From an optimization exercise on the open Yosys and OpenROAD flow, aimed at small area, a short achievable clock period and few clock cycles per item; shortcuts taken in it are not production practice. In this exercise RTL edits were held to simulation tests only and were not proved equivalent to the original. Power is estimated from default activity; no workload was simulated.

==> flow/design.v, too long to show whole: its modules and the start of the top module <==
// module matvecmult: 2232 lines
// module mv_fa: 4 lines
// module mv_or2: 3 lines
// module mv_xnor2: 3 lines
module matvecmult(
    CLK,
    RST,
    vector_x,
    vector_b,
    vector_y,
    Q,
    A,
    finish
);
  // ...
==> flow/flow/run.sh <==
#!/bin/bash
set -euo pipefail
export BUFFER_PORTS_ARGS="-buffer_cell sky130_fd_sc_hd__buf_2"
bash standard.sh > standard_make.log 2>&1
==> flow/standard.sh <==
#!/bin/bash
# synth_recipe.tcl (not shown) runs the flow's synth.tcl, then flattens the netlist and writes it again
# the make line also repeats each setting of config.mk as NAME=value (left out here)
make -C /OpenROAD-flow-scripts/flow DESIGN_CONFIG=/design/flow/config.mk WORK_HOME=/design/flow/orfs CLKGATE_MAP_FILE= SYNTH_SCRIPT=/design/flow/synth_recipe.tcl "${@:-finish}"
==> flow/config.mk <==
export PLATFORM = sky130hd
export DESIGN_NAME = matvecmult
export DESIGN_NICKNAME = matvecmult
export VERILOG_FILES = /design/flow/design.v
export SDC_FILE = /design/flow/constraint.sdc
export NUM_CORES = 4
export LEC_CHECK = 0
export CAP_MARGIN = 20
export CORE_MARGIN = 2
export CORE_UTILIZATION = 40
export SLEW_MARGIN = 20
export SYNTH_HIERARCHICAL = 1
export SYNTH_MINIMUM_KEEP_SIZE = 0
==> flow/constraint.sdc <==
create_clock -name core_clock -period 10.0 [get_ports {CLK}]
set_input_delay 2.0000 -clock core_clock [delete_from_list [all_inputs] [get_ports {CLK}]]
set_output_delay 2.0000 -clock core_clock [all_outputs]
set_load 0.01 [all_outputs]
==> results.sh, run 1 <==
export IMPL_drv_slew=0
export IMPL_status="timing/DRC/antenna clean"
export IMPL_wl_per_cell_um=20.5
export IMPL_rsz0062_at_grt="no"
export IMPL_wl_met2_mm=23.6
export IMPL_clock_latency_ps=510
export IMPL_syn2layout_area_growth_pct=23.5
export IMPL_clkSinkCount=239
export IMPL_final_nonclk_buf_share=0.123
export IMPL_hpwlAfterDp_mm=41.0
export IMPL_layout_common_cells="buf_2 (486), nand2_1 (457), fa_1 (256)"
export IMPL_powerComb_mw=4.25
export IMPL_switching_power_mw=2.76
export IMPL_clock_skew_ps=8.19
export IMPL_power_density_nw_per_um2=352
export IMPL_grtUsageMet2=0.397
export IMPL_cp_endpoint="y_r[15][7]"
export IMPL_largestClassByArea="multi-input gates"
export IMPL_maxCapViolations=0
export IMPL_p_seq_frac=0.266
export IMPL_clkbuf_count=35
export IMPL_maxUsedRoutingLayer="met5"
export IMPL_n_tap_cell=525
export IMPL_synth_edff_count=128
export IMPL_drc=0
export IMPL_placedCellCount=2255
export IMPL_reg_top3="y_r: 128 flops, cut1: 87 flops, bsel: 8 flops"
export IMPL_worst_path_buf_inv=1
export IMPL_timing_fmax_mhz=273
export IMPL_pg_clk_mw=0.863
export IMPL_multi_input_area_share=0.491
export IMPL_finalNonFillerCells=2303
export IMPL_worstPathArrival_ps=3920
export IMPL_synth_fp_nets=1906
export IMPL_ir_drop_mv=0.664
Testbench counts, summed over its fixed seeds: cycles 43,200, items 2,400.
==> inputs of run 2 (changes only) <==
--- a/flow/design.v
+++ b/flow/design.v
@@ -21,38 +21,39 @@
 reg  [2:1] val;          
 reg  [2:1] done;         
 reg        fin;
 reg  [7:0] y_r [0:15];
 reg  [7:0] bsel;
 integer    i;
 reg        skip;                        
 reg  [3:0] ar;                          
-wire [3:0] a_w = {cnt[3:1], cnt[0] ^ skip};    
+wire [3:0] a_w = {cnt[3:1], cnt[0] ^ skip} | {4{cnt[4]}};
 wire [3:0] a_o;
 mv_or2 ua0 (.a(ar[0]), .b(skip), .y(a_o[0]));
 assign a_o[3:1] = ar[3:1];
 wire       fetched = cnt[4];            
 assign A = a_o;
 assign finish = fin;
 always @(posedge CLK) begin
     rs   <= RST;
     skip <= RST & ~rs;
-    val  <= {val, RST ? ~rs : ~fetched};
+    val  <= {val, ~RST & ~fetched & (a_w != 4'd0)};
 end
 always @(posedge CLK or posedge RST) begin
     if (RST) begin
         cnt  <= 5'd0;
         ar   <= 4'd0;
         done <= {2{1'b0}};
         fin  <= 1'b0;
     end else begin
         if (!fetched) begin
             cnt <= cnt + (skip ? 5'd2 : 5'd1);
-            ar  <= {ar[3:1] + {2'b0, ar[0]}, ~ar[0]} + {3'b0, skip};
+            if (ar != 4'd15)
+                ar <= {ar[3:1] + {2'b0, ar[0]}, ~ar[0]} + {3'b0, skip};
         end
         done <= {done, fetched};
         fin  <= done[1];
     end
 end
 always @(posedge CLK)
     bsel <= vector_b[8*a_w +: 8];
 wire p1;
@@ -2214,29 +2215,31 @@
 wire k1_86 = cut1[86];
 always @(posedge CLK)
     cut1 <= {s1036, s1035, s1034, s1033, s1032, s1031, c881, c879, c877, c875, s1030, s1029, s1028, s1027, s1026, s1025, c873, c871, c869, c867, c865, c863, s880, s878, s876, s874, s872, s870, s868, s866, s864, s862, c753, c751, c749, s860, s858, c747, c745, c743, c741, c739, c737, s752, s750, s748, s746, s744, s742, s740, c649, c647, s738, s736, c645, c643, c641, c639, c637, s734, s732, s648, s646, s644, s642, s640, s638, c567, c565, s636, c563, c561, c559, s634, s566, s564, s562, s560, s558, c507, c505, s506, s504, c471, s502, s500, s470};
 reg b0_1;
 always @(posedge CLK)
     b0_1 <= bsel[0];
 wire [6:0] sum = ~{s1162, s1123, s1089, s1063, s1047, s1039, k1_0};
 always @(posedge CLK) begin
-    if (val[2]) begin
+    if (val[2])
         for (i = 0; i < 15; i = i + 1)
             y_r[i] <= y_r[i + 1];
-        y_r[15] <= {sum, b0_1};
-    end
+    y_r[15] <= {sum, b0_1};
 end
 genvar g;
 generate for (g = 0; g < 16; g = g + 1) begin : gy
     assign vector_y[8*g +: 8] = y_r[g];
 end endgenerate
 endmodule
 module mv_fa(input a, input b, input c, output s, output co);
 assign s  = a ^ b ^ c;
 assign co = (a & b) | (a & c) | (b & c);
 endmodule
+module mv_add7(input [6:0] a, input [6:0] b, output [6:0] s);
+assign s = ~a + ~b;
+endmodule
 module mv_or2(input a, input b, output y);
 assign y = a | b;
 endmodule
 module mv_xnor2(input a, input b, output s);
 assign s = ~(a ^ b);
 endmodule
==> run 2 against run 1 <==
Non-clock buffer count grew 2. Die area grew 1.1%. First-iteration DRC count grew 40%. Still clean on timing, DRC and antenna. Synthesized cell count grew 8.7%. Sequential cell count is the same. Maximum frequency grew 0.49%. Final cell count grew 4.7%. Utilization grew 0.37 points.
==> results.sh, run 2 <==
export IMPL_drv_slew=0
export IMPL_hp_class="reg -> reg"
export IMPL_clkSinkCount=239
export IMPL_start_kind="input port"
export IMPL_dieWidth_um=205
export IMPL_setup_ws_ps=6360
export IMPL_p_leak_nw=7.96
export IMPL_drtPass1Iterations=5
export IMPL_yosysTopAreaCellShare=0.317
export IMPL_drc=0
export IMPL_layout_drive_gt1_share=0.292
export IMPL_layout_common_cells="buf_2 (486), nand2_1 (470), fa_1 (256)"
export IMPL_syn2layout_area_growth_pct=23.6
export IMPL_seq_area_um2=6040
export IMPL_post_synth_top_count_cell="nand2_1"
export IMPL_synth_cells=1367
export IMPL_fin_setup_tns_ps=0
export IMPL_post_route_period_util=0.364
export IMPL_die_h_um=205
export IMPL_rows=73
export IMPL_place_ws_ps=5850
export IMPL_wl_per_cell_um=20.8
export IMPL_worstPathArrival_ps=4050
export IMPL_required_ps=10410
export IMPL_synth_edff_count=120
export IMPL_grt_pass1_vias=12484
export IMPL_htree_num_levels=1
export IMPL_hpwlAfterDp_mm=43.2
export IMPL_io_buffers=486
export IMPL_worst_slew_pin_slew_ps=932
export IMPL_clock_latency_ps=540
export IMPL_synth_avg_cell_area_um2=11.8
export IMPL_via_per_inst=4.90
export IMPL_synth_commonest_cells="nand2_1 (470), fa_1 (256), xnor2_1 (199)"
export IMPL_async_flop_share=0.0460
export IMPL_min_period_ps=3640
export IMPL_cp_slowest_cell="fa_1"
export IMPL_timing_fmax_mhz=274
export IMPL_io_pins=519
export IMPL_die_area_um2=42100
export IMPL_ys_flop_type="edfxtp_1"
export IMPL_cts_root_buf="clkbuf_16"
export IMPL_core_area_um2=39800
export IMPL_yosysWarnings=8
export IMPL_start_util=0.406
export IMPL_fin_total_pwr_mw=6.99
export IMPL_postCtsResizedCells=0
export IMPL_grt_overflow=0
export IMPL_ys_seq_elements=239
export IMPL_grt_max_degree=80
export IMPL_place_congestion=0.897
export IMPL_grt_usage=0.238
export IMPL_rsz0062_at_grt="no"
export IMPL_reg_top3="y_r: 128 flops, cut1: 87 flops, bsel: 8 flops"
export IMPL_clk_pin_slew_worst_paths_ps=60
export IMPL_ys_seq_area_frac=0.373
export IMPL_top_register="y_r"
export IMPL_layout_nets=2507
export IMPL_cts_buffers=26
export IMPL_dr_first_iter_drc_count=730
export IMPL_multiInputGateArea_um2=9890
export IMPL_via_count=11809
export IMPL_antenna_found_initial=9
export IMPL_slew_headroom=0.378
export IMPL_hold_ws_ps=323
export IMPL_synth_top_area_cell="fa_1"
export IMPL_fillers=3743
export IMPL_synth_fp_nets=2015
export IMPL_clock_skew_ps=19.7
export IMPL_synth_distinct_cells=44
export IMPL_totalWireLength_mm=50.2
export IMPL_power_density_nw_per_um2=350
export IMPL_layout_commonest_cell="buf_2"
export IMPL_grt_pass1_wl_mm=74.1
export IMPL_cpMostUsedCell="fa_1"
export IMPL_synth_area_leaders="fa_1 (32%), edfxtp_1 (22%), dfxtp_1 (13%)"
export IMPL_antenna_left=0
export IMPL_status="timing/DRC/antenna clean"
export IMPL_hold_viol_final=0
export IMPL_postCtsSetupBuffers=0
export IMPL_end_kind="flip-flop"
export IMPL_utilization=0.502
export IMPL_worstSetupPathType="in -> reg"
export IMPL_cp_max_fo=7
export IMPL_largest_register_ffs=128
export IMPL_setup_viol=0
export IMPL_synth_area_um2=16200
export IMPL_tritoncts="built"
export IMPL_cts_hold_buf=0
export IMPL_worst_path_largest_cell_delay_ps=670
export IMPL_ir_drop_mv=0.837
export IMPL_maxCapViolations=0
export IMPL_path_cells="buf_2 -> nand2_1 -> fa_1 -> fa_1 -> fa_1"
export IMPL_cts_buffer_depth=3
[run 2: per-module statistics from Yosys (local to each module, per instance)]
module	cells inside	copies in the design
matvecmult	916	1
mv_fa	1	255
mv_or2	1	1
mv_xnor2	1	195
[run 2: kinds of logic (layout without fill, tap and decap cells)]
group,Yosys count,count (layout),synth area share
multiplexers,42,42,0.0270
AO/OA/AOI/OAI,76,76,0.0346
flip-flops,239,239,0.373
AND/OR/NAND/NOR,504,504,0.120
XOR/XNOR,200,200,0.108
adder cells (fa/ha/maj),262,262,0.321
buffers and inverters,44,554,0.0155
other,0,9,0
[run 2: power breakdown]
group          internal [mW]  leakage (nW)  switching, mW
logic                   2.08          5.41           2.30
clock network          0.565         0.430          0.387
registers               1.44          2.12          0.218
total                   4.09          7.96           2.90
[run 2: layout make-up]
type                       count  share of cell area
inverter                      19             0.00357
tap                          525              0.0329
sequential                   239               0.302
antenna                        9             0.00113
clock buffer                  32              0.0363
clock inverter                14             0.00632
multi-input combinational   1084               0.495
timing repair buffer         489               0.123
[run 2: per-layer routing]
metal	global-route usage	vias up	part of all wire
li1	-	5431	-
met1	0.329	5874	0.43
met2	0.393	449	0.48
met3	0.0388	53	0.070
met4	0.0601	2	0.020
met5	0	-	0.00024
[run 2: worst max-delay path: cells and delay by family]
kind          cells  cell delay, ps
fa+ha+maj         3            1570
buf+inv           1             290
simple gates      1             180
[run 2: final timing paths]
check,from,to,slack [ps],cells past startpoint
setup / recovery,Q[0],cut1[41],6360,5
hold / removal,val[1],val[2],320,0
setup reg to reg,cut1[36],y_r[15][7],6410,8
hold reg to reg,val[1],val[2],320,0
max in group asynchronous,RST,fin,8180,2
min in group asynchronous,RST,ar[0],1500,2
[run 2: through the flow]
stage,std cells,area (µm²)
after floorplan,1367,16200
after global placement,2356,19100
after detailed placement,2356,19100
after CTS,2402,20000
after global routing,2410,20000
final,2411,20000
Testbench counts of run 2, summed over its fixed seeds: cycles 43,200, items 2,400.

static timing again, ports no longer ideal:
The results above use ideal ports. As a check the final layouts listed here were re-extracted and re-timed, cells and wires unchanged. Step 1 (the two cells are an assumption about what drives the block):
set clk [get_ports {CLK}]
set_driving_cell -lib_cell sky130_fd_sc_hd__clkbuf_16 $clk
set_driving_cell -lib_cell sky130_fd_sc_hd__buf_2 [delete_from_list [all_inputs] $clk]
Step 2 times the ports against the registers' clock, not the clock port: input delays grow and output delays shrink by t, the midpoint of the rising clock arrivals with the driver on. Slacks: ideal ports / drivers / drivers and shift; pairs: ideal ports / drivers.
| run | shift t [ns] | setup WS [ns] | worst setup path after step 2 | clock arrival spread, ns | cell pins on the clock port's net |
|---|---|---|---|---|---|
| run 1 | 0.556 | 6.339 / 6.339 / 5.816 | input to register | 0.011 / 0.011 | 1 |
| run 2 | 0.580 | 6.357 / 6.387 / 5.807 | input to register | 0.025 / 0.024 | 1 |
After both steps every run listed still meets setup and hold. For run 2, which loses most, drivers alone change the setup slack by +0.030 ns; drivers and shift together by -0.550 ns.
